Source: an optimization exercise on an open RTL-to-GDS flow (aim: small area). Production flows keep margins and buffers that such runs may drop.
The RTL was checked by simulation tests, not by an equivalence proof against the original design.
Power and IR drop assume default switching activity.

===== flow/run.sh =====
#!/bin/bash
# The standard layout (standard.sh), with these changes:
#  - synthesis: the standard flow's script, but ABC maps with flow/abc_area.script
#    (area recovery in &nf); everything before and after ABC, and so every
#    register, is as in the standard synthesis;
#  - clock tree: clkbuf_16 leaf buffers in clusters of up to 25 flip-flops,
#    without dummy loads;
#  - port buffers: buf_1.
set -euo pipefail
HERE=$(pwd)
sed "s#source \$::env(SCRIPTS_DIR)/synth_preamble.tcl#source \$::env(SCRIPTS_DIR)/synth_preamble.tcl\nset abc_args [lreplace \$abc_args 1 1 $HERE/flow/abc_area.script]#" \
  "$FLOW_HOME/scripts/synth.tcl" > synth_abc.tcl
sed "s#source \$::env(SCRIPTS_DIR)/synth.tcl#source $HERE/synth_abc.tcl#" synth_recipe.tcl > synth_recipe_abc.tcl
sed "s#SYNTH_SCRIPT=[^ ]*#SYNTH_SCRIPT=$HERE/synth_recipe_abc.tcl#" standard.sh > standard_abc.sh
export CTS_ARGS="-sink_clustering_enable -repair_clock_nets -dont_use_dummy_load -sink_clustering_size 19 -sink_clustering_max_diameter 50 -buf_list sky130_fd_sc_hd__clkbuf_8"
export BUFFER_PORTS_ARGS="-buffer_cell sky130_fd_sc_hd__buf_1"
bash standard_abc.sh > standard.log 2>&1

===== flow/abc_area.script =====
&get -n
&st
&dch
&nf -R 1000 -p -F 8 -A 4 -C 32
&st
&syn2
&if -g -K 6
&synch2
&nf -R 1000 -p -F 8 -A 4 -C 32
&st
&syn2
&if -g -K 6
&synch2
&nf -R 1000 -p -F 8 -A 4 -C 32
&put

===== standard.sh =====
#!/bin/bash
# synth_recipe.tcl (not shown) runs the flow's synth.tcl, then flattens the netlist and writes it again
# the make line also repeats each setting of config.mk as NAME=value (left out here)
make -C /OpenROAD-flow-scripts/flow DESIGN_CONFIG=/design/flow/config.mk WORK_HOME=/design/flow/orfs CLKGATE_MAP_FILE= SYNTH_SCRIPT=/design/flow/synth_recipe.tcl "${@:-finish}"

===== config.mk =====
export PLATFORM = sky130hd
export DESIGN_NAME = router_top
export DESIGN_NICKNAME = router_top
export VERILOG_FILES = /design/flow/design.v
export SDC_FILE = /design/flow/constraint.sdc
export NUM_CORES = 4
export LEC_CHECK = 0
export CAP_MARGIN = 0
export CORE_MARGIN = 2
export CORE_UTILIZATION = 80
export PLACE_DENSITY = 0.88
export SLEW_MARGIN = 0

===== constraint.sdc =====
create_clock -name core_clock -period 5.0 [get_ports {clk}]
set_input_delay 1.0000 -clock core_clock [delete_from_list [all_inputs] [get_ports {clk}]]
set_output_delay 1.0000 -clock core_clock [all_outputs]
set_load 0.01 [all_outputs]

===== design.v =====
module fifo (
    input clk,
    resetn,
    soft_reset,
    input read_en,
    write_en,
    input header_flag,
    input [7:0] data_in,
    output reg [7:0] data_out,
    output empty,
    full
);
  reg [143:0] mem;
  reg [4:0] occ;
  reg count_zero;
  reg [5:0] count_m1;
  wire rst = ~resetn | soft_reset;
  assign empty = occ[4];
  assign full  = ~occ[4] & (&occ[3:0]);
  wire wr = write_en & ~full;
  wire rd = read_en & ~empty;
  wire [8:0] head = mem[occ[3:0]*9 +: 9];
  always @(posedge clk) begin
    if (rst) occ <= 5'b11111;
    else if (wr & ~rd) occ <= occ + 5'd1;
    else if (rd & ~wr) occ <= occ - 5'd1;
  end
  always @(posedge clk) begin
    if (wr) mem <= {mem[134:0], header_flag, data_in};
  end
  wire flag1 = count_zero & (|data_out);
  always @(posedge clk) begin
    if (rst) data_out <= 8'b0;
    else if (flag1) data_out <= 8'b0;
    else if (rd) data_out <= head[7:0];
  end
  always @(posedge clk) begin
    if (rst) count_zero <= 1'b1;
    else if (rd) begin
      if (head[8]) begin
        count_zero <= 1'b0;
        count_m1 <= head[7:2];
      end else if (~count_zero) begin
        if (count_m1 == 6'd0) count_zero <= 1'b1;
        else count_m1 <= count_m1 - 6'd1;
      end
    end
  end
endmodule
module synchronizer (
    input clk,
    resetn,
    read_en_0,
    read_en_1,
    read_en_2,
    full_0,
    full_1,
    full_2,
    empty_0,
    empty_1,
    empty_2,
    detect_add,
    write_en_reg,
    lfd_state,
    input [1:0] data_in,
    output valid_out_0,
    valid_out_1,
    valid_out_2,
    output reg soft_reset_0,
    output reg soft_reset_1,
    output reg soft_reset_2,
    output reg fifo_full,
    output reg header_flag,
    output reg [2:0] write_en
);
  reg [1:0] add;
  reg [4:0] timer_0, timer_1, timer_2;
  localparam [4:0] T_START = 5'd1, T_END = 5'd8;
  always @(posedge clk) begin
    if (~resetn) add <= 2'b00;
    else if (detect_add) add <= data_in;
  end
  always @(*) begin
    case (add)
      2'b00:   write_en = {2'b00, write_en_reg};
      2'b01:   write_en = {1'b0, write_en_reg, 1'b0};
      2'b10:   write_en = {write_en_reg, 2'b00};
      default: write_en = 3'b000;
    endcase
  end
  always @(*) begin
    case (add)
      2'b00:   fifo_full = full_0;
      2'b01:   fifo_full = full_1;
      2'b10:   fifo_full = full_2;
      default: fifo_full = 1'b0;
    endcase
  end
  reg soft_reset_sel;
  always @(*) begin
    case (add)
      2'b00:   soft_reset_sel = soft_reset_0;
      2'b01:   soft_reset_sel = soft_reset_1;
      default: soft_reset_sel = soft_reset_2;
    endcase
  end
  always @(posedge clk) begin
    if (~resetn) header_flag <= 1'b0;
    else header_flag <= lfd_state & ~soft_reset_sel;
  end
  assign valid_out_0 = ~empty_0;
  assign valid_out_1 = ~empty_1;
  assign valid_out_2 = ~empty_2;
  always @(posedge clk) begin
    if (~resetn) begin
      soft_reset_0 <= 1'b0;
      timer_0 <= T_START;
    end else if (~valid_out_0 | read_en_0) timer_0 <= T_START;
    else if (timer_0 != T_END) begin
      soft_reset_0 <= 1'b0;
      timer_0 <= {timer_0[3:0], timer_0[4] ^ timer_0[2]};
    end else begin
      soft_reset_0 <= 1'b1;
      timer_0 <= T_START;
    end
  end
  always @(posedge clk) begin
    if (~resetn) begin
      soft_reset_1 <= 1'b0;
      timer_1 <= T_START;
    end else if (~valid_out_1 | read_en_1) timer_1 <= T_START;
    else if (timer_1 != T_END) begin
      soft_reset_1 <= 1'b0;
      timer_1 <= {timer_1[3:0], timer_1[4] ^ timer_1[2]};
    end else begin
      soft_reset_1 <= 1'b1;
      timer_1 <= T_START;
    end
  end
  always @(posedge clk) begin
    if (~resetn) begin
      soft_reset_2 <= 1'b0;
      timer_2 <= T_START;
    end else if (~valid_out_2 | read_en_2) timer_2 <= T_START;
    else if (timer_2 != T_END) begin
      soft_reset_2 <= 1'b0;
      timer_2 <= {timer_2[3:0], timer_2[4] ^ timer_2[2]};
    end else begin
      soft_reset_2 <= 1'b1;
      timer_2 <= T_START;
    end
  end
endmodule
module fsm (
    input clk,
    resetn,
    input pkt_valid,
    input parity_done,
    input soft_reset_0,
    soft_reset_1,
    soft_reset_2,
    input fifo_empty_0,
    fifo_empty_1,
    fifo_empty_2,
    input fifo_full,
    input low_pkt_valid,
    input [1:0] data_in,
    output busy,
    output detect_add,
    output ld_state,
    lfd_state,
    laf_state,
    full_state,
    output write_en_reg,
    rst_int_reg
);
  reg [2:0] present_state, next_state;
  reg seen1;   
  localparam DECODE_ADDRESS = 3'b000,
             LOAD_FIRST_DATA = 3'b001,
             LOAD_DATA = 3'b010,
             WAIT_TILL_EMPTY = 3'b011,
             FIFO_FULL_STATE = 3'b100,
             LOAD_AFTER_FULL = 3'b101,
             LOAD_PARITY = 3'b110,
             CHECK_PARITY_ERROR = 3'b111;
  always @(posedge clk) begin
    if (~resetn) seen1 <= 1'b0;
    else if (data_in == 2'b01) seen1 <= 1'b1;
  end
  wire sr_hit = (soft_reset_0 & (data_in == 2'b00)) |
                (soft_reset_1 & (data_in == 2'b01)) |
                (soft_reset_2 & (data_in == 2'b10));
  always @(posedge clk) begin
    if (~resetn | sr_hit) present_state <= DECODE_ADDRESS;
    else present_state <= next_state;
  end
  wire sel_empty = (data_in == 2'b00) ? fifo_empty_0 :
                   (data_in == 2'b01) ? fifo_empty_1 : fifo_empty_2;
  always @(*) begin
    case (present_state)
      DECODE_ADDRESS:
        if (pkt_valid & (data_in != 2'b11))
          next_state = sel_empty ? LOAD_FIRST_DATA : WAIT_TILL_EMPTY;
        else next_state = DECODE_ADDRESS;
      LOAD_FIRST_DATA: next_state = LOAD_DATA;
      LOAD_DATA:
        if (fifo_full) next_state = FIFO_FULL_STATE;
        else if (~pkt_valid) next_state = LOAD_PARITY;
        else next_state = LOAD_DATA;
      WAIT_TILL_EMPTY:
        if (seen1 ? fifo_empty_1 : fifo_empty_0) next_state = LOAD_FIRST_DATA;
        else next_state = WAIT_TILL_EMPTY;
      FIFO_FULL_STATE:
        if (~fifo_full) next_state = LOAD_AFTER_FULL;
        else next_state = FIFO_FULL_STATE;
      LOAD_AFTER_FULL:
        if (parity_done) next_state = DECODE_ADDRESS;
        else if (low_pkt_valid) next_state = LOAD_PARITY;
        else next_state = LOAD_DATA;
      LOAD_PARITY: next_state = CHECK_PARITY_ERROR;
      default:
        if (fifo_full) next_state = FIFO_FULL_STATE;
        else next_state = DECODE_ADDRESS;
    endcase
  end
  assign busy = ~((present_state == LOAD_DATA) | (present_state == DECODE_ADDRESS));
  assign detect_add = (present_state == DECODE_ADDRESS);
  assign lfd_state = (present_state == LOAD_FIRST_DATA);
  assign ld_state = (present_state == LOAD_DATA);
  assign laf_state = (present_state == LOAD_AFTER_FULL);
  assign full_state = (present_state == FIFO_FULL_STATE);
  assign write_en_reg = (present_state == LOAD_DATA) | (present_state == LOAD_PARITY) |
                        (present_state == LOAD_AFTER_FULL);
  assign rst_int_reg = (present_state == CHECK_PARITY_ERROR);
endmodule
module register (
    input clk,
    resetn,
    input pkt_valid,
    input fifo_full,
    input ld_state,
    full_state,
    laf_state,
    lfd_state,
    detect_add,
    rst_int_reg,
    input [7:0] data_in,
    output reg parity_done,
    output reg low_pkt_valid,
    output reg err,
    output reg [7:0] data_out
);
  reg [7:0] fifo_full_state_byte, parity_diff;
  wire parity_load = (ld_state & ~fifo_full & ~pkt_valid) |
                     (laf_state & low_pkt_valid & ~parity_done);
  always @(posedge clk) begin
    if (~resetn | detect_add) parity_done <= 1'b0;
    else if (parity_load) parity_done <= 1'b1;
  end
  always @(posedge clk) begin
    if (~resetn | rst_int_reg) low_pkt_valid <= 1'b0;
    else if (ld_state & ~pkt_valid) low_pkt_valid <= 1'b1;
  end
  always @(posedge clk) begin
    if (detect_add | (ld_state & ~fifo_full)) data_out <= data_in;
    else if (laf_state) data_out <= fifo_full_state_byte;
  end
  always @(posedge clk) begin
    if (ld_state) fifo_full_state_byte <= data_in;
  end
  always @(posedge clk) begin
    if (detect_add) parity_diff <= data_in;
    else if (lfd_state & ~pkt_valid) parity_diff <= 8'b0;
    else if ((ld_state & (pkt_valid | ~fifo_full)) | (laf_state & low_pkt_valid & ~parity_done))
      parity_diff <= parity_diff ^ data_in;
  end
  always @(posedge clk) begin
    if (~resetn) err <= 1'b0;
    else if (parity_done) err <= |parity_diff;
  end
endmodule
module router_top(
    input clk,resetn,
    input read_en_0,read_en_1,read_en_2,
    input pkt_valid,
    input [7:0]data_in,
    output [7:0]data_out_0,data_out_1,data_out_2,
    output valid_out_0,valid_out_1,valid_out_2,
    output err,busy
    );
    wire wire_soft_reset_0, wire_soft_reset_1, wire_soft_reset_2;
    wire [2:0]wire_write_en;
    wire [7:0]wire_register_data_out;
    wire wire_lfd_state;
    wire wire_header_flag;
    wire wire_empty_0,wire_empty_1,wire_empty_2;
    wire wire_full_0,wire_full_1,wire_full_2;
    wire wire_fifo_full;
    wire wire_parity_done;
    wire wire_detect_add;
    wire wire_write_en_reg;
    wire wire_low_pkt_valid;
    wire wire_ld_state,wire_full_state,wire_laf_state;
    wire wire_rst_int_reg;
    fifo fifo_0 (
        .clk(clk),
        .resetn(resetn),
        .soft_reset(wire_soft_reset_0),
        .read_en(read_en_0),
        .write_en(wire_write_en[0]),
        .header_flag(wire_header_flag),
        .data_in(wire_register_data_out),
        .data_out(data_out_0),
        .empty(wire_empty_0),
        .full(wire_full_0)
    );
    fifo fifo_1 (
        .clk(clk),
        .resetn(resetn),
        .soft_reset(wire_soft_reset_1),
        .read_en(read_en_1),
        .write_en(wire_write_en[1]),
        .header_flag(wire_header_flag),
        .data_in(wire_register_data_out),
        .data_out(data_out_1),
        .empty(wire_empty_1),
        .full(wire_full_1)
    );
    fifo fifo_2 (
        .clk(clk),
        .resetn(resetn),
        .soft_reset(wire_soft_reset_2),
        .read_en(read_en_2),
        .write_en(wire_write_en[2]),
        .header_flag(wire_header_flag),
        .data_in(wire_register_data_out),
        .data_out(data_out_2),
        .empty(wire_empty_2),
        .full(wire_full_2)
    );
    synchronizer sync (
        .clk(clk),
        .resetn(resetn),
        .read_en_0(read_en_0),
        .read_en_1(read_en_1),
        .read_en_2(read_en_2),
        .full_0(wire_full_0),
        .full_1(wire_full_1),
        .full_2(wire_full_2),
        .empty_0(wire_empty_0),
        .empty_1(wire_empty_1),
        .empty_2(wire_empty_2),
        .detect_add(wire_detect_add),
        .write_en_reg(wire_write_en_reg),
        .lfd_state(wire_lfd_state),
        .data_in(data_in[1:0]),
        .valid_out_0(valid_out_0),
        .valid_out_1(valid_out_1),
        .valid_out_2(valid_out_2),
        .soft_reset_0(wire_soft_reset_0),
        .soft_reset_1(wire_soft_reset_1),
        .soft_reset_2(wire_soft_reset_2),
        .fifo_full(wire_fifo_full),
        .header_flag(wire_header_flag),
        .write_en(wire_write_en)
    ); 
        fsm fsm_ (
            .clk(clk),
            .resetn(resetn),
            .pkt_valid(pkt_valid),
            .parity_done(wire_parity_done),
            .soft_reset_0(wire_soft_reset_0),
            .soft_reset_1(wire_soft_reset_1),
            .soft_reset_2(wire_soft_reset_2),
            .fifo_empty_0(wire_empty_0),
            .fifo_empty_1(wire_empty_1),
            .fifo_empty_2(wire_empty_2),
            .fifo_full(wire_fifo_full),
            .low_pkt_valid(wire_low_pkt_valid),
            .data_in(data_in[1:0]),
            .busy(busy),
            .detect_add(wire_detect_add),
            .lfd_state(wire_lfd_state),
            .ld_state(wire_ld_state),
            .laf_state(wire_laf_state),
            .full_state(wire_full_state),
            .write_en_reg(wire_write_en_reg),
            .rst_int_reg(wire_rst_int_reg)
        );
    register regi (
        .clk(clk),
        .resetn(resetn),
        .pkt_valid(pkt_valid),
        .fifo_full(wire_fifo_full),
        .ld_state(wire_ld_state),
        .full_state(wire_full_state),
        .laf_state(wire_laf_state),
        .lfd_state(wire_lfd_state),
        .detect_add(wire_detect_add),
        .rst_int_reg(wire_rst_int_reg),
        .data_in(data_in),
        .parity_done(wire_parity_done),
        .low_pkt_valid(wire_low_pkt_valid),
        .err(err),
        .data_out(wire_register_data_out)
    );
endmodule

==> flow_summary.ini, run 1 <==
[clock_network]
clock_latency_ns = 0.58
path_clk_slew_ns = 0.11
clock_sinks = 544
cts_buffers = 39
cts_resized = 0
postCtsSetupBuffers = 0
cts_tree = done
holdBufCountCts = 0
cts.path.max_buffers = 3
h-tree-depth = 2
clock-root-buffer = clkbuf_8

[yosys]
synth_nets = 1148
yosysSeqAreaShare_pct = 74.3
synth_warnings = 4
avgSynthCellArea_um2 = 18.9
netlist_area_mm2 = 0.0210
synthCells = 1113
ys_ff_latch = 544
ys_types = 37

[timing]
finalMaxSlewViolations = 0
tns_ns = 0
timing.fmax_mhz = 292
rsz0062_at_grt = no
fin_ws_ns = 1.58
setup_viol = 0
min_period_ns = 3.42
fin_crit_sh_pct = 68.5
finalHoldViolations = 0
tightestPinTransition_ns = 1.09
skew_ns = 0.0560
slew_headroom_pct = 26.5

[layout]
drive_gt1_share_pct = 15.7
utilization_pct = 86.5
area_delta_synth_final_pct = 6.51
fin_area_mm2 = 0.0224
fin_nets = 1246
final_cell_mix = edfxtp_1, mux4_2, nand2_1, dfxtp_1, o21ai_0
layout_commonest_cell = edfxtp_1

[global_routing]
antenna_found_initial = 2
grt_pass1_wl_um = 65600
gr-usage-all-layers_pct = 31.7
grt_pass1_vias = 11200
grt_max_degree = 86
grt.overflow.total = 0

[hold_path]
hold_path.class = flop to flop
min_to = fifo_0.mem[31]
worstHoldPathCells = 0
min-delay-start = fifo_0.mem[22]

[power]
p_switching_mw = 2.74
seq_power_share_pct = 62.8
power_density_mw_per_mm2 = 443
swShare_pct = 27.6
share_clk_of_total_power_pct = 19.8
comb_power_share_pct = 17.4
internal_power_mw = 7.18
ir_drop_mv = 0.462
p_leak_nw = 7.32

[worst_setup_path]
cp-end-kind = flop
critPathMaxStageDelay_ns = 0.86
slowest_stage = dfxtp_4
path_buf_inv = 0
cp_data_required_time_ns = 5.14
rrSetupSlack_ns = 1.58
cp-start-kind = flop
arrival_ns = 3.57
crit_path_max_fanout = 40
reg2reg_from = fifo_1.occ[0]
critical_path_class = flop to flop
crit_family = compound AO/OA/AOI/OAI gates
crit_chain = nand4_1 > nor2_2 > a21oi_1 > o21ai_0 > nand2_1 > nand2_1 > o221ai_1
reg2regPathDepth = 7
crit_top_cell = nand2_1
cp.depth = 7
reg2reg_to = regi.parity_diff[0]

[place]
post-place-ws_ns = 1.68
dpl_cell_area_mm2 = 0.0219
numPortBuffers = 42
dp_hpwl_um = 26700
gp_congestion = 0.856

[die]
die_x_um = 166
io_pins = 43
die-height_um = 166
rows = 59
core_area_mm2 = 0.0259
initial_core_util_pct = 81.2
dieArea_mm2 = 0.0276

[route]
drt_first_pass_iters = 5
via_per_inst = 7.18
wl_per_cell_um = 27.7
vias = 11100
drt-total-wl_um = 42800
remaining_drc_errors = 0
ant_nets = 0
drt_iter0_markers = 1475

[run]
maxCapViolations = 0

[run_status]
status = timing/DRC/antenna clean
[power by group through the flow]
stage	clock [mW]	combinational [mW]	sequential [mW]
2_1_floorplan	0	1.22	6.16
3_3_place_gp	0	1.60	6.24
3_5_place_dp	0	1.67	6.29
4_1_cts	1.98	1.71	6.21
5_1_grt	2.13	1.84	6.28
6_report	1.97	1.73	6.22
[synthesized netlist by cell type]
master,count,area (µm²)
nor4b_1,2,17.5
a22o_1,27,236
xor2_1,26,228
nand2_1,78,293
edfxtp_1,474,14200
a21o_1,6,45.0
and4b_1,3,30.0
o211ai_1,5,37.5
a21boi_0,6,45.0
o21a_1,1,7.51
nor4_1,12,75.1
or3_1,4,25.0
a211oi_1,1,7.51
and2_0,5,31.3
nand3b_1,4,30.0
mux2i_1,16,160
mux4_2,108,2430
o31ai_1,1,7.51
nand4b_1,3,26.3
nor2b_1,14,87.6
o21ai_0,54,270
clkinv_1,23,86.3
nand3_1,5,25.0
a21oi_1,18,90.1
xnor2_1,9,78.8
dfxtp_1,70,1400
nand4_1,3,18.8
nor3_1,8,40.0
mux2_1,10,113
a221oi_1,27,236
fa_1,3,60.1
ha_1,18,225
nor2_1,42,158
and3_1,16,100
nand2b_1,7,43.8
a31oi_1,2,12.5
o221ai_1,2,17.5
[how the worst max path moves through the flow]
| stage | from | to | slack [ns] |
|---|---|---|---|
| finish | fifo_1.occ[0] | regi.parity_diff[0] | 1.58 |
| global route | fifo_1.occ[0] | regi.data_out[5] | 1.31 |
| detailed placement | fifo_1.occ[0] | regi.data_out[5] | 1.68 |
| CTS | fifo_1.occ[0] | regi.parity_diff[0] | 1.64 |
| global placement | fifo_1.occ[0] | fifo_1.mem[103] | 1.88 |
| floorplan | fifo_0.occ[0] | fifo_0.occ[4] | -2.27 |
[sequential cells by signal, summed over array words and instances (netlist names), 2 cells and up]
| signal | count |
|---|---|
| fifo_2.data_out | 8 |
| sync.timer_1 | 5 |
| fifo_1.occ | 5 |
| fifo_2.occ | 5 |
| regi.fifo_full_state_byte | 8 |
| regi.parity_diff | 8 |
| fifo_0.mem | 144 |
| fsm_.present_state | 3 |
| fifo_1.count_m1 | 6 |
| regi.data_out | 8 |
| fifo_1.mem | 144 |
| fifo_0.count_m1 | 6 |
| fifo_2.count_m1 | 6 |
| sync.timer_2 | 5 |
| fifo_2.mem | 144 |
| fifo_1.data_out | 8 |
| sync.timer_0 | 5 |
| fifo_0.data_out | 8 |
| sync.add | 2 |
| fifo_0.occ | 5 |
[per-layer routing]
metal / up-vias / GRT usage, % / wire length (µm)
met5: - / 0 / 26
met4: 4 / 12.3 / 1620
met3: 114 / 5.03 / 3340
met2: 683 / 51.0 / 21500
met1: 5586 / 45.6 / 16300
li1: 4712 / - / -
[worst reg2reg max path, delay by kind of cell, from the launching register on]
kind / cells / cell delay [ns]
compound gates: 3 / 1.14
flops: 1 / 0.86
simple gates: 4 / 1.01
[final cells by class]
type	instances	area, µm²
timing repair buffer	57	270
fill	998	3510
inverter	23	90.1
multi-input combinational	546	5420
sequential	544	15700
tap	335	419
clock buffer	39	537
antenna	1	2.50
[through the flow]
| step | hold WS [ns] | std cells | power [mW] |
|---|---|---|---|
| after detailed placement | 0.428 | 1505 | 7.96 |
| after CTS | 0.422 | 1544 | 9.91 |
| after global placement | 0.422 | 1505 | 7.84 |
| final | 0.424 | 1545 | 9.92 |
| after global routing | 0.421 | 1545 | 10.3 |
| after floorplan | 0.421 | 1113 | 7.37 |
[cell families (layout without fill, tap and decap cells)]
| group | after synthesis | in the layout | synth area share, % |
|---|---|---|---|
| simple gates | 206 | 206 | 4.76 |
| flops | 544 | 544 | 74.3 |
| xor+xnor | 35 | 35 | 1.46 |
| compound gates | 150 | 150 | 4.82 |
| buf+inv | 23 | 119 | 0.410 |
| fa+ha+maj | 21 | 21 | 1.36 |
| mux | 134 | 134 | 12.9 |
| other cells | 0 | 1 | 0 |
==> run 2: changes to the inputs <==
--- a/design.v
+++ b/design.v
@@ -20,5 +20,12 @@
   wire wr = write_en & ~full;
   wire rd = read_en & ~empty;
-  wire [8:0] head = mem[occ[3:0]*9 +: 9];
+  wire [15:0] sel = 16'b1 << occ[3:0];
+  reg [8:0] head;
+  integer k;
+  always @(*) begin
+    head = 9'b0;
+    for (k = 0; k < 16; k = k + 1)
+      head = head | (mem[k*9 +: 9] & {9{sel[k]}});
+  end
   always @(posedge clk) begin
     if (rst) occ <= 5'b11111;
@@ -26,6 +33,8 @@
     else if (rd & ~wr) occ <= occ - 5'd1;
   end
+  wire load = wr & ~rst;
+  wire hold = ~wr & ~rst;
   always @(posedge clk) begin
-    if (wr) mem <= {mem[134:0], header_flag, data_in};
+    mem <= ({144{load}} & {mem[134:0], header_flag, data_in}) | ({144{hold}} & mem);
   end
   wire flag1 = count_zero & (|data_out);
==> flow/run.sh (replaced) <==
#!/bin/bash
# The standard layout (standard.sh), with these changes:
#  - synthesis: the standard flow's script, but ABC maps with flow/abc_area.script
#    (area recovery in &nf) and without weak NOR3/NOR4 cells; everything before and after ABC, and so every
#    register, is as in the standard synthesis;
#  - clock tree: clkbuf_4 leaf buffers in clusters of up to 10 flip-flops,
#    without dummy loads;
#  - floorplan: ABC's buffers removed instead of a timing repair on the
#    unplaced, unbuffered netlist (REMOVE_ABC_BUFFERS);
#  - port buffers: buf_1.
set -euo pipefail
HERE=$(pwd)
# weak NOR3/NOR4 cells, kept out of ABC's mapping only: as drivers of the
# read-select lines they make the placer add a buffer to each line
ABC_DONT_USE="sky130_fd_sc_hd__nor3_1 sky130_fd_sc_hd__nor3b_1 sky130_fd_sc_hd__nor4_1 sky130_fd_sc_hd__nor4b_1 sky130_fd_sc_hd__nor4bb_1"
sed "s#source \$::env(SCRIPTS_DIR)/synth_preamble.tcl#source \$::env(SCRIPTS_DIR)/synth_preamble.tcl\nset abc_args [lreplace \$abc_args 1 1 $HERE/flow/abc_area.script]\nforeach c {$ABC_DONT_USE} { lappend abc_args -dont_use \$c }#" \
  "$FLOW_HOME/scripts/synth.tcl" > synth_abc.tcl
sed "s#source \$::env(SCRIPTS_DIR)/synth.tcl#source $HERE/synth_abc.tcl#" synth_recipe.tcl > synth_recipe_abc.tcl
sed "s#SYNTH_SCRIPT=[^ ]*#SYNTH_SCRIPT=$HERE/synth_recipe_abc.tcl#" standard.sh > standard_abc.sh
export CTS_ARGS="-sink_clustering_enable -repair_clock_nets -dont_use_dummy_load -sink_clustering_size 10 -sink_clustering_max_diameter 40 -buf_list sky130_fd_sc_hd__clkbuf_4"
export REMOVE_ABC_BUFFERS=1
export BUFFER_PORTS_ARGS="-buffer_cell sky130_fd_sc_hd__buf_1"
bash standard_abc.sh > standard.log 2>&1
==> flow/abc_area.script (replaced) <==
&get -n
&st
&dch
&nf -R 1000 -p -F 8 -A 4 -C 32
&put
mfs3 -ae
--- a/config.mk
+++ b/config.mk
@@ -6,7 +6,7 @@
 export NUM_CORES = 4
 export LEC_CHECK = 0
-export CAP_MARGIN = 0
+export CAP_MARGIN = 20
 export CORE_MARGIN = 2
-export CORE_UTILIZATION = 80
-export PLACE_DENSITY = 0.88
-export SLEW_MARGIN = 0
+export CORE_UTILIZATION = 70
+export PLACE_DENSITY = 0.8
+export SLEW_MARGIN = 20
==> run 2 against run 1 <==
Combinational power fell by 37%. Clock power fell by 2%. Setup slack got worse by 0.16 ns. Hold slack improved by 0.047 ns. Via count rose by 40%. Non-clock buffer count rose by 23. Maximum frequency fell by 4.5%. Final cell count rose by 45%. Sequential power fell by 23%. Critical path type unchanged. Largest cell class unchanged.
==> flow_summary.ini, run 2 <==
[timing]
tightestPinTransition_ns = 1.08
slew_headroom_pct = 27.6
finalMaxSlewViolations = 0
rsz0062_at_grt = no
skew_ns = 0.0652
setup_viol = 0
fin_ws_ns = 1.41
tns_ns = 0
min_period_ns = 3.59
timing.fmax_mhz = 279
fin_crit_sh_pct = 71.7
hold_ws_ns = 0.470
finalHoldViolations = 0

[layout]
multi_input_area_mm2 = 0.00839
layout_commonest_cell = dfxtp_1
fin_area_mm2 = 0.0213
final_cell_mix = dfxtp_1, a22o_1, nand2_1, nor2_1, a222oi_1
reg.largest.list = fifo_0.mem (144), fifo_1.mem (144), fifo_2.mem (144)
seqCellArea_mm2 = 0.0113
area_delta_synth_final_pct = 7.87
fin_nets = 1904
fill_cells = 1938
drive_gt1_share_pct = 5.89

[global_routing]
grt_max_degree = 145
grt.overflow.total = 0
grt_pass1_vias = 14000
grt_pass1_wl_um = 72700
gr-usage-all-layers_pct = 30.5
antenna_found_initial = 1

[die]
rows = 61
core_area_mm2 = 0.0278
dieArea_mm2 = 0.0296
io_pins = 43
die-height_um = 172
initial_core_util_pct = 71.1
die_x_um = 172

[clock_network]
cts_buffers = 66
clock_latency_ns = 0.71
cts.path.max_buffers = 3
holdBufCountCts = 0
clock-root-buffer = clkbuf_4
clock_sinks = 544
postCtsSetupBuffers = 0
path_clk_slew_ns = 0.10
cts_resized = 0
cts_tree = done
h-tree-depth = 3

[route]
drt_iter0_markers = 1976
drt_first_pass_iters = 9
vias = 15500
remaining_drc_errors = 0
wl_per_cell_um = 20.6
via_per_inst = 6.91
drt-total-wl_um = 46200
ant_nets = 0

[worst_setup_path]
cp-start-kind = flop
cp-end-kind = flop
cp_data_required_time_ns = 5.30
arrival_ns = 3.89
critical_path_class = flop to flop
crit_path_max_fanout = 13

[yosys]
yosysSeqAreaShare_pct = 57.3
synth.largest_area_cell = dfxtp_1
netlist_area_mm2 = 0.0197
synth_warnings = 4
synth_common_cells = dfxtp_1, a22o_1, nand2_1, nor2_1, a222oi_1
synth-xor-area-share_pct = 0.798
synthMuxAreaShare_pct = 0.760
ys_ff_latch = 544
synth.most_common_cell = dfxtp_1
synthSimpleGateAreaFrac_pct = 9.05
avgSynthCellArea_um2 = 11.5
synth_top_family_by_area = compound AO/OA/AOI/OAI gates
synth_flop_cell = dfxtp_1
yosys.area.top_type_share_pct = 50.9
synth-compound-area-share_pct = 30.2
synthCells = 1721
synthArstFlopShare_pct = 0
ys_types = 43
synth.top_cells.by_area = dfxtp_1, a22o_1, edfxtp_1
synth_edf_count = 42
synthAdderAreaFrac_pct = 1.44

[power]
power_density_mw_per_mm2 = 368
p_total_mw = 7.83
ir_drop_mv = 0.297
p_leak_nw = 7.94

[hold_path]
hold_path.class = flop to flop

[run]
maxCapViolations = 0

[place]
gp_congestion = 0.815
dpl_cell_area_mm2 = 0.0208
dp_hpwl_um = 29300
post-place-ws_ns = 1.46
numPortBuffers = 42

[run_status]
status = timing/DRC/antenna clean
[run 2: kinds of logic (layout without fill, tap and decap cells)]
group / after synthesis / after routing
buf+inv: 23 / 169
mux: 14 / 14
simple gates: 372 / 372
compound gates: 729 / 729
xor+xnor: 18 / 18
flops: 544 / 544
fa+ha+maj: 21 / 21
other cells: 0 / 1
[run 2: per-layer routing]
metal  vias up  global-route usage, %  share of wire, %  wire length, µm
li1       7289                      -                 -                -
met1      7459                   43.6                45            20600
met2       655                   46.6                45            20700
met3       123                   5.31               7.5             3490
met4         0                   11.8               3.1             1440
met5         -                      0                 0                0
[run 2: worst max-delay path, stage by stage, from the launching register on]
cell and delay, ns:
dfxtp_1 0.53, nand3_1 0.14, nor2b_1 0.86, and2_0 0.27, a32oi_1 0.07, nand2_1 0.17, nor2_1 0.08, nor2_1 0.57
nand4_1 0.54
[run 2: stage by stage]
step,std cells,utilization [%]
final,2246,76.7
after global routing,2246,76.7
after CTS,2244,76.6
after detailed placement,2178,74.8
after global placement,2178,74.8
after floorplan,1721,-
[run 2: area by class of cell]
cell class	count	share of cell area, %
clock buffer	66	2.33
sequential	544	53.1
inverter	23	0.405
timing repair buffer	80	2.55
tap	378	2.22
antenna	1	0.0117
multi-input combinational	1154	39.4
[run 2: worst paths after layout]
kind	from	endpoint	slack [ns]	cells after the start
setup / recovery	fifo_2.occ[2]	regi.parity_diff[7]	1.41	8
hold / removal	fifo_1.mem[51]	fifo_1.mem[60]	0.47	1
setup reg to reg	fifo_2.occ[2]	regi.parity_diff[7]	1.41	8
hold reg to reg	fifo_1.mem[51]	fifo_1.mem[60]	0.47	1
[run 2: where the power goes]
group,leakage (nW),total (mW),internal (mW),switching (mW)
registers,4.44,4.80,4.59,0.216
clock network,0.304,1.93,0.612,1.32
logic,3.20,1.09,0.314,0.779
==> run 3: changes to the inputs <==
--- a/flow/run.sh
+++ b/flow/run.sh
@@ -4,5 +4,5 @@
 #    (area recovery in &nf) and without weak NOR3/NOR4 cells; everything before and after ABC, and so every
 #    register, is as in the standard synthesis;
-#  - clock tree: clkbuf_4 leaf buffers in clusters of up to 10 flip-flops,
+#  - clock tree: clkbuf_8 leaf buffers in clusters of up to 16 flip-flops,
 #    without dummy loads;
 #  - floorplan: ABC's buffers removed instead of a timing repair on the
@@ -18,5 +18,5 @@
 sed "s#source \$::env(SCRIPTS_DIR)/synth.tcl#source $HERE/synth_abc.tcl#" synth_recipe.tcl > synth_recipe_abc.tcl
 sed "s#SYNTH_SCRIPT=[^ ]*#SYNTH_SCRIPT=$HERE/synth_recipe_abc.tcl#" standard.sh > standard_abc.sh
-export CTS_ARGS="-sink_clustering_enable -repair_clock_nets -dont_use_dummy_load -sink_clustering_size 10 -sink_clustering_max_diameter 40 -buf_list sky130_fd_sc_hd__clkbuf_4"
+export CTS_ARGS="-sink_clustering_enable -repair_clock_nets -dont_use_dummy_load -sink_clustering_size 16 -sink_clustering_max_diameter 60 -buf_list sky130_fd_sc_hd__clkbuf_8"
 export REMOVE_ABC_BUFFERS=1
 export BUFFER_PORTS_ARGS="-buffer_cell sky130_fd_sc_hd__buf_1"
==> run 3 against run 2 <==
Largest cell class unchanged. Total power increased by 0.66%. Synthesized area unchanged. Clock skew decreased by 0.0045 ns. Combinational power about the same. Sequential power about the same. Die area unchanged.
==> flow_summary.ini, run 3 <==
[run_status]
status = timing/DRC/antenna clean

[timing]
tightestPinTransition_ns = 1.12
rsz0062_at_grt = no
skew_ns = 0.0607
finalHoldViolations = 0
slew_headroom_pct = 25.0
setup_viol = 0
min_period_ns = 3.68
fin_crit_sh_pct = 73.6
timing.fmax_mhz = 272
finalMaxSlewViolations = 0

[worst_setup_path]
critPathMaxStageDelay_ns = 0.94
crit_chain = nor2b_1 > and2_0 > a32oi_1 > nand2_1 > nor2_1 > nor2_1 > nand4_1
cp_data_required_time_ns = 5.15
arrival_ns = 3.83
crit_top_cell = nor2_1
slowest_stage = nor2b_1
startpoint = fifo_2.occ[3]
crit_family = simple AND/OR/NAND/NOR gates
cp-end-kind = flop
crit_path_max_fanout = 18
critical_path_class = flop to flop
path_buf_inv = 0
cp-start-kind = flop
reg2reg_from = fifo_2.occ[3]

[place]
dp_hpwl_um = 29300
gp_congestion = 0.815
placedCellCount = 2178
numPortBuffers = 42

[global_routing]
grt_pass1_wl_um = 72400
gr-usage-all-layers_pct = 30.2
grt_max_degree = 145
grt.overflow.total = 0
antenna_found_initial = 0
grt_pass1_vias = 13700

[die]
core_area_mm2 = 0.0278
die-height_um = 172
rows = 61
io_pins = 43
initial_core_util_pct = 71.1
dieArea_mm2 = 0.0296
die_x_um = 172

[power]
seq_power_share_pct = 60.9
p_total_mw = 7.88
p_switching_mw = 2.28
share_clk_of_total_power_pct = 25.2
internal_power_mw = 5.60
p_leak_nw = 7.92
ir_drop_mv = 0.289
power_density_mw_per_mm2 = 369
comb_power_share_pct = 13.9
swShare_pct = 28.9

[yosys]
synthArstFlopShare_pct = 0
synth.top_cells.by_area = dfxtp_1, a22o_1, edfxtp_1
synth.largest_area_cell = dfxtp_1
ys_types = 43
yosysSeqAreaShare_pct = 57.3
synthCells = 1721
synth.most_common_cell = dfxtp_1
ys_ff_latch = 544
yosys.area.top_type_share_pct = 50.9
synth_edf_count = 42
synth_flop_cell = dfxtp_1
avgSynthCellArea_um2 = 11.5
synth_common_cells = dfxtp_1, a22o_1, nand2_1, nor2_1, a222oi_1
netlist_area_mm2 = 0.0197
synth_warnings = 4

[layout]
area_delta_synth_final_pct = 8.07
antenna_cells = 0
fin_cells = 2218
drive_gt1_share_pct = 4.51
reg.largest.list = fifo_0.mem (144), fifo_1.mem (144), fifo_2.mem (144)
final_cell_mix = dfxtp_1, a22o_1, nand2_1, nor2_1, a222oi_1
layout_commonest_cell = dfxtp_1
fin_nets = 1877

[clock_network]
cts_tree = done
cts.path.max_buffers = 3
cts_buffers = 39
holdBufCountCts = 0
postCtsSetupBuffers = 0
clock-root-buffer = clkbuf_8
h-tree-depth = 2
clock_sinks = 544
clock_latency_ns = 0.59
cts_resized = 0
path_clk_slew_ns = 0.10

[route]
vias = 15300
drt-total-wl_um = 45800
remaining_drc_errors = 0
via_per_inst = 6.90
ant_nets = 0
drt_iter0_markers = 2022
wl_per_cell_um = 20.7
drt_first_pass_iters = 8

[hold_path]
min-delay-start = fifo_0.mem[3]
hold_path.class = flop to flop

[run]
maxCapViolations = 0
## run 3: cell counts after synthesis
No cell type changed its count.
## run 3: worst paths after layout
kind                    endpoint  slack [ns]  cells past startpoint
max          regi.parity_diff[2]        1.32                      7
min reg2reg       fifo_0.mem[12]        0.46                      1
min               fifo_0.mem[12]        0.46                      1
max reg2reg  regi.parity_diff[2]        1.32                      7
## run 3: metal layers
metal / GRT usage, % / vias to the layer above / wire length [µm]
li1: - / 7219 / -
met5: 0 / - / 0
met2: 46.9 / 555 / 20900
met3: 4.28 / 75 / 3260
met4: 8.91 / 0 / 1040
met1: 44.3 / 7451 / 20600
## run 3: kinds of logic after synthesis
group                      share of synthesized area [%]
and+or+nand+nor                                     9.05
buffers and inverters                              0.437
DFF                                                 57.3
muxes                                              0.760
AOI/OAI and AO/OA                                   30.2
adders and majority gates                           1.44
xor gates and xnor gates                           0.798
## run 3: power by group through the flow
stage                     logic [mW]  registers [mW]  clock network [mW]
after floorplan                0.708            4.81                   0
after global placement          1.04            4.89                   0
after detailed placement        1.07            4.90                   0
after CTS                       1.08            4.80                2.02
after global routing            1.19            4.83                2.17
final                           1.10            4.80                1.98
## run 3: metrics by stage
stage / hold WS (ns) / cell area [µm²] / utilization (%) / setup TNS [ns] / setup WS [ns]
after floorplan: 0.443 / 19700 / - / -584.69 / -1.38
after global placement: 0.462 / 20800 / 74.8 / 0 / 1.54
after detailed placement: 0.465 / 20800 / 74.8 / 0 / 1.46
after CTS: 0.451 / 21300 / 76.7 / 0 / 1.40
after global routing: 0.483 / 21300 / 76.8 / 0 / 1.11
final: 0.459 / 21300 / 76.8 / 0 / 1.32
## run 3: area by class of cell
| class | count | area [µm²] |
|---|---|---|
| Sequential cell | 544 | 11300 |
| Multi-Input combinational cell | 1154 | 8390 |
| Fill cell | 1926 | 6440 |
| Timing Repair Buffer | 80 | 543 |
| Clock buffer | 39 | 537 |
| Tap cell | 378 | 473 |
| Inverter | 23 | 86.3 |
==> run 4: changes to the inputs <==
--- a/flow/run.sh
+++ b/flow/run.sh
@@ -8,4 +8,6 @@
 #  - floorplan: ABC's buffers removed instead of a timing repair on the
 #    unplaced, unbuffered netlist (REMOVE_ABC_BUFFERS);
+#  - timing-driven global placement keeps none of its trial repairs
+#    (GPL_KEEP_OVERFLOW=0); repair_design after placement does the fixing;
 #  - port buffers: buf_1.
 set -euo pipefail
@@ -20,4 +22,5 @@
 export CTS_ARGS="-sink_clustering_enable -repair_clock_nets -dont_use_dummy_load -sink_clustering_size 16 -sink_clustering_max_diameter 60 -buf_list sky130_fd_sc_hd__clkbuf_8"
 export REMOVE_ABC_BUFFERS=1
+export GPL_KEEP_OVERFLOW=0
 export BUFFER_PORTS_ARGS="-buffer_cell sky130_fd_sc_hd__buf_1"
 bash standard_abc.sh > standard.log 2>&1
==> run 4 against run 3 <==
Utilization is 0.54 points higher. Final cell count fell by 0.72%. Die area unchanged. Critical path depth up 1. Via count is 0.78% higher. Clock skew down 0.0069 ns. Non-clock buffer count is 17 lower.
==> flow_summary.ini, run 4 <==
[layout]
utilization_pct = 77.4
layout_commonest_cell = dfxtp_1
fin_cells = 2202
final_cell_mix = dfxtp_1, a22o_1, nand2_1, nor2_1, a222oi_1
seqCellArea_mm2 = 0.0113
antenna_cells = 0
reg.largest.list = fifo_0.mem (144), fifo_1.mem (144), fifo_2.mem (144)
drive_gt1_share_pct = 3.89
fill_cells = 1945
area_delta_synth_final_pct = 8.82
multi_input_area_mm2 = 0.00840
fin_nets = 1861

[die]
die-height_um = 172
io_pins = 43
core_area_mm2 = 0.0278
dieArea_mm2 = 0.0296
initial_core_util_pct = 71.1
rows = 61
die_x_um = 172

[hold_path]
min-delay-start = fifo_0.mem[118]
hold_path.class = flop to flop

[yosys]
synth_warnings = 4
synth.top_cells.by_area = dfxtp_1, a22o_1, edfxtp_1
synth.most_common_cell = dfxtp_1
synth_edf_count = 42
ys_ff_latch = 544
ys_types = 43
synth.largest_area_cell = dfxtp_1
synth_common_cells = dfxtp_1, a22o_1, nand2_1, nor2_1, a222oi_1
yosysSeqAreaShare_pct = 57.3
avgSynthCellArea_um2 = 11.5
synth_flop_cell = dfxtp_1
synthArstFlopShare_pct = 0
yosys.area.top_type_share_pct = 50.9
synthCells = 1721
netlist_area_mm2 = 0.0197

[clock_network]
h-tree-depth = 2
cts_buffers = 40
postCtsSetupBuffers = 0
clock-root-buffer = clkbuf_8
path_clk_slew_ns = 0.10
cts_tree = done
cts_resized = 0
holdBufCountCts = 0
clock_sinks = 544
cts.path.max_buffers = 3
clock_latency_ns = 0.58

[timing]
skew_ns = 0.0538
fin_crit_sh_pct = 74.8
tightestPinTransition_ns = 1.07
slew_headroom_pct = 28.4
finalHoldViolations = 0
setup_viol = 0
finalMaxSlewViolations = 0
rsz0062_at_grt = no
min_period_ns = 3.74
timing.fmax_mhz = 268

[worst_setup_path]
cp-end-kind = flop
rrSetupSlack_ns = 1.26
startpoint = fifo_2.occ[2]
reg2reg_from = fifo_2.occ[2]
cp_data_required_time_ns = 5.15
crit_path_max_fanout = 13
arrival_ns = 3.89
cp-start-kind = flop
critical_path_class = flop to flop

[route]
drt-total-wl_um = 46300
drt_iter0_markers = 2049
via_per_inst = 7.00
vias = 15400
wl_per_cell_um = 21.0
drt_first_pass_iters = 9
remaining_drc_errors = 0
ant_nets = 0

[place]
numPortBuffers = 42
dp_hpwl_um = 30400
gp_congestion = 0.835
placedCellCount = 2162

[global_routing]
grt_max_degree = 79
grt.overflow.total = 0
grt_pass1_wl_um = 73800
gr-usage-all-layers_pct = 30.8
antenna_found_initial = 0
grt_pass1_vias = 13800

[power]
ir_drop_mv = 0.344
power_density_mw_per_mm2 = 371
p_leak_nw = 7.93

[run]
maxCapViolations = 0

[run_status]
status = timing/DRC/antenna clean
-- run 4: path summary, 6_finish.rpt --
check                           cells past startpoint                  end
worst max-delay path                                8  regi.parity_diff[7]
worst min-delay path                                1      fifo_0.mem[127]
worst max register to register                      8  regi.parity_diff[7]
worst min register to register                      1      fifo_0.mem[127]
-- run 4: worst max-delay path: stages (launching register included) --
cell and delay, ns:
dfxtp_1 0.54, nand3_1 0.15, nor2b_1 0.85, and2_0 0.26, a32oi_1 0.06, nand2_1 0.18
nor2_1 0.08, nor2_1 0.62, nand4_1 0.58
-- run 4: kinds of logic (layout without fill, tap and decap cells) --
family,count (synthesis),count (layout),share of synthesized area [%]
flops,544,544,57.3
buf+inv,23,126,0.437
compound gates,729,729,30.2
simple gates,372,372,9.05
fa+ha+maj,21,21,1.44
mux,14,14,0.760
xor+xnor,18,18,0.798
-- run 4: cell type report --
cell class / instances / share of cell area [%]
Sequential cell: 544 / 52.6
Tap cell: 378 / 2.20
Inverter: 23 / 0.402
Clock buffer: 40 / 2.56
Multi-Input combinational cell: 1154 / 39.1
Timing Repair Buffer: 63 / 3.11
-- run 4: per-stage QoR --
stage	instance area, µm²	hold slack, ns	power (mW)	setup slack [ns]	setup TNS [ns]
after detailed placement	20900	0.467	6.01	0.831	0
after floorplan	19700	0.443	5.51	-1.38	-584.69
after CTS	21500	0.438	7.96	1.19	0
after global routing	21500	0.464	8.27	0.963	0
after global placement	20400	0.461	5.87	-4.57	-1904.82
final	21500	0.441	7.96	1.26	0
-- run 4: power by group --
part           leakage (nW)  internal [mW]  switching, mW  total [mW]
Combinational          3.20          0.350          0.796        1.15
Sequential             4.44           4.59          0.220        4.81
Clock                 0.288          0.722           1.29        2.01
Total                  7.93           5.66           2.31        7.96
-- run 4: routing by layer --
metal	track usage, %	part of all wire [%]	wire length (µm)	vias to the layer above
met2	48.6	46	21300	553
met1	45.3	45	20900	7596
li1	-	-	-	7194
met3	3.25	6.4	2950	77
met4	8.81	2.4	1090	0
met5	0	0	0	-
==> run 5: changes to the inputs <==
--- a/flow/run.sh
+++ b/flow/run.sh
@@ -2,5 +2,5 @@
 # The standard layout (standard.sh), with these changes:
 #  - synthesis: the standard flow's script, but ABC maps with flow/abc_area.script
-#    (area recovery in &nf) and without weak NOR3/NOR4 cells; everything before and after ABC, and so every
+#    (six rounds of choice computation, area-recovering &nf mapping and mfs3) and without weak NOR3/NOR4 cells; everything before and after ABC, and so every
 #    register, is as in the standard synthesis;
 #  - clock tree: clkbuf_8 leaf buffers in clusters of up to 16 flip-flops,
@@ -8,6 +8,4 @@
 #  - floorplan: ABC's buffers removed instead of a timing repair on the
 #    unplaced, unbuffered netlist (REMOVE_ABC_BUFFERS);
-#  - timing-driven global placement keeps none of its trial repairs
-#    (GPL_KEEP_OVERFLOW=0); repair_design after placement does the fixing;
 #  - port buffers: buf_1.
 set -euo pipefail
@@ -22,5 +20,4 @@
 export CTS_ARGS="-sink_clustering_enable -repair_clock_nets -dont_use_dummy_load -sink_clustering_size 16 -sink_clustering_max_diameter 60 -buf_list sky130_fd_sc_hd__clkbuf_8"
 export REMOVE_ABC_BUFFERS=1
-export GPL_KEEP_OVERFLOW=0
 export BUFFER_PORTS_ARGS="-buffer_cell sky130_fd_sc_hd__buf_1"
 bash standard_abc.sh > standard.log 2>&1
==> flow/abc_area.script (replaced) <==
&get -n
&st
&dch
&nf -R 1000 -p -F 8 -A 4 -C 32
&put
mfs3 -ae
&get -n
&st
&dch
&nf -R 1000 -p -F 8 -A 4 -C 32
&put
mfs3 -ae
&get -n
&st
&dch
&nf -R 1000 -p -F 8 -A 4 -C 32
&put
mfs3 -ae
&get -n
&st
&dch
&nf -R 1000 -p -F 8 -A 4 -C 32
&put
mfs3 -ae
&get -n
&st
&dch
&nf -R 1000 -p -F 8 -A 4 -C 32
&put
mfs3 -ae
&get -n
&st
&dch
&nf -R 1000 -p -F 8 -A 4 -C 32
&put
mfs3 -ae
==> run 5 against run 4 <==
Combinational power up 13%. Non-clock buffer count up 26. Clock skew up 0.015 ns. Sequential cell count unchanged. Sequential power about the same. Sequential share of layout area up 0.79 points. Critical endpoint is now regi.parity_diff[5]. Total power up 1.9%. Routed wire length down 0.21%.
==> flow_summary.ini, run 5 <==
[layout]
fin_cells = 2164
fin_nets = 1823
fin_area_mm2 = 0.0212
drive_gt1_share_pct = 5.21
reg.largest.list = fifo_0.mem (144), fifo_1.mem (144), fifo_2.mem (144)
fill_cells = 1916
layout_commonest_cell = dfxtp_1
antenna_cells = 0
final_cell_mix = dfxtp_1, a22o_1, a222oi_1, nor2_1, a21oi_1
area_delta_synth_final_pct = 8.54

[run]
maxCapViolations = 0

[yosys]
synth.most_common_cell = dfxtp_1
yosysSeqAreaShare_pct = 58.0
avgSynthCellArea_um2 = 11.8
synth_warnings = 4
synthCells = 1657
synth_edf_count = 42
synth_flop_cell = dfxtp_1
ys_types = 39
synth.largest_area_cell = dfxtp_1
netlist_area_mm2 = 0.0195
synth_common_cells = dfxtp_1, a22o_1, a222oi_1, nor2_1, a21oi_1
ys_ff_latch = 544
synth.top_cells.by_area = dfxtp_1, a22o_1, edfxtp_1
synthArstFlopShare_pct = 0
yosys.area.top_type_share_pct = 51.5

[worst_setup_path]
crit_chain = nand2_1 > nor2_1 > nand2_1 > o21ai_0 > nand2b_1 > and2_0 > nand4_1
critical_path_class = flop to flop
cp_data_required_time_ns = 5.14
crit_top_cell = nand2_1
arrival_ns = 3.52
crit_family = simple AND/OR/NAND/NOR gates
slowest_stage = and2_0
crit_path_max_fanout = 10
critPathMaxStageDelay_ns = 0.56
cp-end-kind = flop
path_buf_inv = 0
cp-start-kind = flop

[place]
placedCellCount = 2124
dpl_cell_area_mm2 = 0.0206
post-place-ws_ns = 1.40
numPortBuffers = 42
gp_congestion = 0.883
dp_hpwl_um = 30100

[die]
initial_core_util_pct = 70.6
io_pins = 43
die-height_um = 171
rows = 61
dieArea_mm2 = 0.0292
die_x_um = 171
core_area_mm2 = 0.0276

[route]
drt_iter0_markers = 1979
wl_met2_um = 20600
ant_nets = 0
vias = 15100
via_per_inst = 6.99
wl_met1_um = 21000
wl_met3_um = 3250
drt_first_pass_iters = 6
remaining_drc_errors = 0
drt-total-wl_um = 46200
wl_per_cell_um = 21.3
top_layer_used = met4

[timing]
timing.fmax_mhz = 295
fin_crit_sh_pct = 67.7
finalMaxSlewViolations = 0
setup_viol = 0
min_period_ns = 3.39
skew_ns = 0.0686
finalHoldViolations = 0
slew_headroom_pct = 29.4
fin_ws_ns = 1.61
tightestPinTransition_ns = 1.05
rsz0062_at_grt = no

[global_routing]
grt_max_degree = 118
gr-usage-all-layers_pct = 30.9
antenna_found_initial = 0
grt_pass1_vias = 13800
grt.overflow.total = 0
grt_pass1_wl_um = 73000

[power]
ir_drop_mv = 0.340
p_switching_mw = 2.41
comb_power_share_pct = 16.1
share_clk_of_total_power_pct = 24.6
seq_power_share_pct = 59.3
p_leak_nw = 7.90
power_density_mw_per_mm2 = 383
swShare_pct = 29.8
internal_power_mw = 5.70

[clock_network]
cts_resized = 0
postCtsSetupBuffers = 0
holdBufCountCts = 0
h-tree-depth = 2
clock_sinks = 544
cts.path.max_buffers = 3
path_clk_slew_ns = 0.10
clock-root-buffer = clkbuf_8
clock_latency_ns = 0.59
cts_tree = done
cts_buffers = 40

[run_status]
status = timing/DRC/antenna clean

[hold_path]
hold_path.class = flop to flop
==> run 5: cell types whose count changed after synthesis, sizes merged, moves of 6 or more <==
cell    before  now
a22oi       48   38
and3        24   16
o21ai       60   66
nand4       44    4
or2          0    6
a21oi       66   72
a222oi      93  109
nor2b       30    8
nand3       23   54
nand2      107   44
a221oi       2   17
or4          2    8
==> run 5: final cells by class <==
cell class / count / area, µm² / area share, %
Inverter: 24 / 90.1 / 0.425
Multi-Input combinational cell: 1089 / 8150 / 38.5
Tap cell: 378 / 473 / 2.23
Timing Repair Buffer: 89 / 598 / 2.82
Sequential cell: 544 / 11300 / 53.4
Clock buffer: 40 / 551 / 2.60
==> run 5: power by group through the flow <==
stage	sequential (mW)	clock [mW]	combinational, mW
after floorplan	4.81	0	0.802
after global placement	4.90	0	1.24
after detailed placement	4.91	0	1.28
after CTS	4.80	2.03	1.29
after global routing	4.83	2.19	1.41
final	4.81	2.00	1.30
==> run 5: cells by family (layout without fill, tap and decap cells) <==
family | after synthesis | count (layout) | synth area share (%)
simple gates | 276 | 276 | 6.74
buf+inv | 24 | 153 | 0.462
flops | 544 | 544 | 58.0
compound gates | 760 | 760 | 31.8
xor+xnor | 18 | 18 | 0.808
fa+ha+maj | 21 | 21 | 1.46
mux | 14 | 14 | 0.770
==> run 5: per-layer routing <==
| layer | global-route usage (%) | vias up |
|---|---|---|
| met3 | 3.93 | 86 |
| met4 | 10.7 | 0 |
| met5 | 0 | - |
| li1 | - | 7066 |
| met2 | 47.5 | 593 |
| met1 | 45.4 | 7383 |
==> run 5: final timing paths <==
check        cells after the start                  end  slack [ns]            from
max reg2reg                      7  regi.parity_diff[5]        1.61   fifo_2.occ[0]
max                              7  regi.parity_diff[5]        1.61   fifo_2.occ[0]
min                              1       fifo_0.mem[99]        0.45  fifo_0.mem[90]
min reg2reg                      1       fifo_0.mem[99]        0.45  fifo_0.mem[90]
==> run 5: through the flow <==
stage	power, mW	TNS [ns]	util (%)	hold slack (ns)
3_3_place_gp	6.14	0	74.6	0.458
2_1_floorplan	5.61	-601.04	-	0.445
5_1_grt	8.44	0	76.6	0.492
6_report	8.11	0	76.6	0.454
3_5_place_dp	6.19	0	74.6	0.463
4_1_cts	8.13	0	76.6	0.455
==> run 6: changes to the inputs <==
--- a/config.mk
+++ b/config.mk
@@ -8,5 +8,5 @@
 export CAP_MARGIN = 20
 export CORE_MARGIN = 2
-export CORE_UTILIZATION = 70
-export PLACE_DENSITY = 0.8
+export CORE_UTILIZATION = 78
+export PLACE_DENSITY = 0.86
 export SLEW_MARGIN = 20
==> run 6 against run 5 <==
Hold slack gained 0.0063 ns. Utilization is 9.5 points higher. Critical endpoint is now fifo_1.occ[4]. Highest routed layer unchanged. Routed wire length up 4.0%. Synthesized area did not move. Setup slack got worse by 0.064 ns. Critical path depth increased by 7. Largest power group unchanged. Sequential cell count unchanged.
==> flow_summary.ini, run 6 <==
[timing]
finalHoldViolations = 0
finalMaxSlewViolations = 0
hold_ws_ns = 0.460
min_period_ns = 3.45
setup_viol = 0
rsz0062_at_grt = no
tightestPinTransition_ns = 1.02
slew_headroom_pct = 31.3
tns_ns = 0
fin_crit_sh_pct = 69.0
skew_ns = 0.0550
timing.fmax_mhz = 290

[route]
remaining_drc_errors = 0
drt_iter0_markers = 2560
vias = 15600
via_per_inst = 7.40
drt_first_pass_iters = 7
drt-total-wl_um = 48000
wl_per_cell_um = 22.8
ant_nets = 0

[yosys]
synth_flop_cell = dfxtp_1
synth_common_cells = dfxtp_1, a22o_1, a222oi_1, nor2_1, a21oi_1
synth-compound-area-share_pct = 31.8
synth.top_cells.by_area = dfxtp_1, a22o_1, edfxtp_1
ys_types = 39
synth-xor-area-share_pct = 0.808
synthAdderAreaFrac_pct = 1.46
synth_edf_count = 42
yosys.area.top_type_share_pct = 51.5
synthCells = 1657
synthArstFlopShare_pct = 0
ys_ff_latch = 544
synthMuxAreaShare_pct = 0.770
synth_warnings = 4
synthSimpleGateAreaFrac_pct = 6.74
yosysSeqAreaShare_pct = 58.0
synth.most_common_cell = dfxtp_1
avgSynthCellArea_um2 = 11.8
netlist_area_mm2 = 0.0195
synth_top_family_by_area = compound AO/OA/AOI/OAI gates
synth.largest_area_cell = dfxtp_1

[worst_setup_path]
cp_data_required_time_ns = 5.44
crit_top_cell = nand2_1
critPathMaxStageDelay_ns = 0.47
crit_chain = clkinv_1 > nor2_1 > nand2_1 > nand2_1 > nand2_1 > nor2_1 > ha_1 > clkinv_1 > fa_1 > a21o_1 > a21oi_1 > o21ai_0 > a21oi_1 > o21ai_0
reg2regPathDepth = 14
arrival_ns = 3.89
crit_family = simple AND/OR/NAND/NOR gates
critical_path_class = flop to flop
crit_path_max_fanout = 6
path_buf_inv = 2
slowest_stage = nor2_1
rrSetupSlack_ns = 1.55
cp-end-kind = flop
reg2reg_from = fsm_.present_state[0]
cp-start-kind = flop
reg2reg_to = fifo_1.occ[4]

[clock_network]
postCtsSetupBuffers = 0
cts_tree = done
cts_buffers = 40
cts_resized = 0
h-tree-depth = 2
clock_sinks = 544
cts.path.max_buffers = 3
holdBufCountCts = 0
path_clk_slew_ns = 0.10
clock_latency_ns = 0.57
clock-root-buffer = clkbuf_8

[place]
numPortBuffers = 42
gp_congestion = 0.850
dp_hpwl_um = 30600

[global_routing]
grt.overflow.total = 0
grt_max_degree = 145
grt_pass1_wl_um = 77100
grt_pass1_vias = 14800
antenna_found_initial = 0
gr-usage-all-layers_pct = 36.0

[die]
rows = 57
die_x_um = 162
die-height_um = 162
io_pins = 43
core_area_mm2 = 0.0245
initial_core_util_pct = 79.7
dieArea_mm2 = 0.0263

[hold_path]
hold_path.class = flop to flop
min_to = fifo_0.mem[54]
worstHoldPathCells = 1
min-delay-start = fifo_0.mem[45]

[run_status]
status = timing/DRC/antenna clean

[power]
ir_drop_mv = 0.379
p_total_mw = 8.12
power_density_mw_per_mm2 = 386
p_leak_nw = 7.87

[layout]
antenna_cells = 0
fin_nets = 1816
reg.largest.list = fifo_0.mem (144), fifo_1.mem (144), fifo_2.mem (144)
final_cell_mix = dfxtp_1, a22o_1, a222oi_1, nor2_1, a21oi_1
layout_commonest_cell = dfxtp_1
drive_gt1_share_pct = 4.83
area_delta_synth_final_pct = 7.99

[run]
maxCapViolations = 0
-- run 6: area by class of cell --
| type | count | area (µm²) |
|---|---|---|
| Clock buffer | 40 | 551 |
| Fill cell | 1296 | 3400 |
| Inverter | 24 | 90.1 |
| Multi-Input combinational cell | 1089 | 8150 |
| Sequential cell | 544 | 11300 |
| Tap cell | 324 | 405 |
| Timing Repair Buffer | 82 | 558 |
-- run 6: how the worst max path moves through the flow --
stage                           from             to  slack [ns]  cells past startpoint
6_report       fsm_.present_state[0]  fifo_1.occ[4]        1.55                     14
2_1_floorplan                 resetn  fifo_0.mem[0]       -1.39                      3
3_3_place_gp               read_en_1  fifo_1.occ[4]        1.21                     11
5_1_grt                    read_en_1  fifo_1.occ[4]        1.27                     11
4_1_cts                    read_en_1  fifo_1.occ[4]        1.62                     11
3_5_place_dp               read_en_1  fifo_1.occ[4]        1.04                     11
-- run 6: kinds of logic after synthesis --
group	count (synthesis)
AO/OA/AOI/OAI	760
XOR/XNOR	18
adder cells (fa/ha/maj)	21
buffers and inverters	24
flip-flops	544
multiplexers	14
AND/OR/NAND/NOR	276
-- run 6: worst reg2reg max path: stages (launching register included) --
cell and delay [ns]:
dfxtp_1 0.40, clkinv_1 0.14, nor2_1 0.35, nand2_1 0.13
nand2_1 0.14, nand2_1 0.08, nor2_1 0.47, ha_1 0.31
clkinv_1 0.16, fa_1 0.43, a21o_1 0.17, a21oi_1 0.19
o21ai_0 0.13, a21oi_1 0.15, o21ai_0 0.08
-- run 6: stage by stage --
step           instance area, µm²  setup slack (ns)  utilization [%]  instances
3_5_place_dp                20500              1.04             83.9       2063
4_1_cts                     21100              1.62             86.1       2103
6_report                    21100              1.55             86.1       2103
2_1_floorplan               19500             -1.39                -       1657
5_1_grt                     21100              1.27             86.1       2103
3_3_place_gp                20500              1.21             83.9       2063
-- run 6: layer usage --
| metal | wire length [µm] | vias up | GRT usage, % |
|---|---|---|---|
| met5 | 0 | - | 0 |
| met4 | 1680 | 0 | 14.4 |
| met3 | 4450 | 145 | 5.95 |
| met2 | 22400 | 803 | 56.9 |
| met1 | 19500 | 7557 | 50.0 |
| li1 | - | 7051 | - |
-- run 6: where the power goes --
part | switching [mW] | internal (mW)
sequential | 0.218 | 4.60
combinational | 0.939 | 0.353
clock | 1.29 | 0.722
==> run 7: changes to the inputs <==
--- a/flow/run.sh
+++ b/flow/run.sh
@@ -4,5 +4,5 @@
 #    (six rounds of choice computation, area-recovering &nf mapping and mfs3) and without weak NOR3/NOR4 cells; everything before and after ABC, and so every
 #    register, is as in the standard synthesis;
-#  - clock tree: clkbuf_8 leaf buffers in clusters of up to 16 flip-flops,
+#  - clock tree: clkbuf_4 leaf buffers in clusters of up to 10 flip-flops,
 #    without dummy loads;
 #  - floorplan: ABC's buffers removed instead of a timing repair on the
@@ -18,5 +18,5 @@
 sed "s#source \$::env(SCRIPTS_DIR)/synth.tcl#source $HERE/synth_abc.tcl#" synth_recipe.tcl > synth_recipe_abc.tcl
 sed "s#SYNTH_SCRIPT=[^ ]*#SYNTH_SCRIPT=$HERE/synth_recipe_abc.tcl#" standard.sh > standard_abc.sh
-export CTS_ARGS="-sink_clustering_enable -repair_clock_nets -dont_use_dummy_load -sink_clustering_size 16 -sink_clustering_max_diameter 60 -buf_list sky130_fd_sc_hd__clkbuf_8"
+export CTS_ARGS="-sink_clustering_enable -repair_clock_nets -dont_use_dummy_load -sink_clustering_size 10 -sink_clustering_max_diameter 35 -buf_list sky130_fd_sc_hd__clkbuf_4"
 export REMOVE_ABC_BUFFERS=1
 export BUFFER_PORTS_ARGS="-buffer_cell sky130_fd_sc_hd__buf_1"
--- a/config.mk
+++ b/config.mk
@@ -8,5 +8,5 @@
 export CAP_MARGIN = 20
 export CORE_MARGIN = 2
-export CORE_UTILIZATION = 78
-export PLACE_DENSITY = 0.86
+export CORE_UTILIZATION = 70
+export PLACE_DENSITY = 0.8
 export SLEW_MARGIN = 20
==> run 7 against run 6 <==
Sequential power hardly changed. Utilization down 9.5 points. Sequential cell count unchanged. Synthesized area unchanged. Global-route usage is 4.5 points lower. First-iteration DRC count decreased by 21%. Final cell count rose by 4.5%. Combinational power is essentially flat. Clock skew is 0.0088 ns higher. Routed wire length down 2.8%. Final area grew 0.51%. Critical endpoint is now fifo_0.occ[4]. Highest routed layer unchanged.
==> flow_summary.ini, run 7 <==
[worst_setup_path]
reg2reg_from = fsm_.present_state[0]
cp-start-kind = flop
crit_path_max_fanout = 6
endpoint = fifo_0.occ[4]
slowest_stage = fa_1
arrival_ns = 3.92
crit_chain = clkinv_1 > nor2_1 > nand2_1 > nand2_1 > nand2_1 > a21oi_1 > ha_1 > clkinv_1 > fa_1 > a21o_1 > a21oi_1 > o21ai_0 > a21oi_1 > o21ai_0
reg2reg_to = fifo_0.occ[4]
cp_data_required_time_ns = 5.58
cp-end-kind = flop
reg2regPathDepth = 14
critical_path_class = flop to flop
path_buf_inv = 2

[timing]
slew_headroom_pct = 30.2
fin_crit_sh_pct = 66.9
finalMaxSlewViolations = 0
rsz0062_at_grt = no
finalHoldViolations = 0
min_period_ns = 3.35
tightestPinTransition_ns = 1.04
skew_ns = 0.0638

[yosys]
ys_ff_latch = 544
synth.largest_area_cell = dfxtp_1
yosys.area.top_type_share_pct = 51.5
synth_edf_count = 42
synth_flop_cell = dfxtp_1
synth.most_common_cell = dfxtp_1
synthArstFlopShare_pct = 0
synth-compound-area-share_pct = 31.8
yosysSeqAreaShare_pct = 58.0
avgSynthCellArea_um2 = 11.8
synth_common_cells = dfxtp_1, a22o_1, a222oi_1, nor2_1, a21oi_1
synthMuxAreaShare_pct = 0.770
synth_warnings = 4
synthSimpleGateAreaFrac_pct = 6.74
synth-xor-area-share_pct = 0.808
synthAdderAreaFrac_pct = 1.46

[place]
numPortBuffers = 42
dpl_cell_area_mm2 = 0.0206
gp_congestion = 0.883

[layout]
fill_cells = 1944
fin_area_mm2 = 0.0212
final_cell_mix = dfxtp_1, a22o_1, a222oi_1, nor2_1, clkbuf_4
layout_commonest_cell = dfxtp_1

[die]
io_pins = 43
rows = 61
dieArea_mm2 = 0.0292
die-height_um = 171

[clock_network]
holdBufCountCts = 0
h-tree-depth = 3
cts_tree = done
clock-root-buffer = clkbuf_4
cts_resized = 0
path_clk_slew_ns = 0.10

[power]
ir_drop_mv = 0.290
power_density_mw_per_mm2 = 384

[global_routing]
gr-usage-all-layers_pct = 31.4
grt-busiest-layer = met2
grt_max_degree = 118
grtUsageMet3_pct = 5.67
grt.overflow.total = 0
use_met1_pct = 44.9
grt_pass1_vias = 14000
antenna_found_initial = 1
grt_pass1_wl_um = 73700

[run]
maxCapViolations = 0

[route]
ant_nets = 0
vias = 15300
drt_iter0_markers = 2014
via_per_inst = 6.96

[run_status]
status = timing/DRC/antenna clean
==> run 7: layer usage <==
metal / vias to the layer above / wire length [µm]
li1: 7145 / -
met1: 7444 / 20900
met2: 612 / 20800
met3: 105 / 3610
met4: 0 / 1420
met5: - / 0
==> run 7: through the flow <==
| stage | total power, mW | cells | hold slack, ns | setup slack, ns | utilization, % |
|---|---|---|---|---|---|
| 2_1_floorplan | 5.61 | 1657 | 0.445 | -1.39 | - |
| 3_3_place_gp | 6.14 | 2124 | 0.458 | 1.53 | 74.6 |
| 3_5_place_dp | 6.19 | 2124 | 0.463 | 1.40 | 74.6 |
| 4_1_cts | 8.14 | 2197 | 0.463 | 1.66 | 76.6 |
| 5_1_grt | 8.48 | 2198 | 0.486 | 1.38 | 76.6 |
| 6_report | 8.12 | 2198 | 0.461 | 1.65 | 76.6 |
==> run 7: cell type report <==
class,instances,area share [%]
antenna,1,0.0118
clock buffer,73,2.59
inverter,24,0.425
multi-input combinational,1089,38.5
sequential,544,53.4
tap,378,2.23
timing repair buffer,89,2.82
==> run 7: worst min-delay path by stage <==
stage / startpoint / to / slack (ns) / depth (start not counted)
final: fifo_2.mem[132] / fifo_2.mem[141] / 0.46 / 1
after global placement: sync.add[0] / sync.add[0] / 0.46 / 2
after global routing: fifo_2.mem[132] / fifo_2.mem[141] / 0.49 / 1
after floorplan: sync.add[0] / sync.add[0] / 0.45 / 2
after detailed placement: sync.add[0] / sync.add[0] / 0.46 / 2
after CTS: fifo_1.mem[72] / fifo_1.mem[81] / 0.46 / 1
==> run 7: power by group <==
| group | total (mW) | internal [mW] | switching, mW |
|---|---|---|---|
| logic | 1.30 | 0.374 | 0.930 |
| registers | 4.81 | 4.60 | 0.205 |
| clock network | 2.01 | 0.674 | 1.34 |
==> run 7: cells by family after synthesis <==
| logic type | after synthesis |
|---|---|
| AND/OR/NAND/NOR | 276 |
| adder cells (fa/ha/maj) | 21 |
| XOR/XNOR | 18 |
| flip-flops | 544 |
| multiplexers | 14 |
| buffers and inverters | 24 |
| AO/OA/AOI/OAI | 760 |
==> run 7: worst reg2reg max path, delay by kind of cell (launching register included) <==
kind,cells,cell delay [ns]
DFF,1,0.39
buffers and inverters,2,0.29
adders and majority gates,2,0.72
and+or+nand+nor,4,0.74
AOI/OAI and AO/OA,6,1.09

Re-timed with assumed drivers on the ports (clkbuf_16 on the clock, buf_2 on other inputs), run 7 has 1.655 ns of setup slack against 1.655 ns with ideal ports, and 1.399 ns once port delays also move by the mid clock arrival of 0.732 ns.
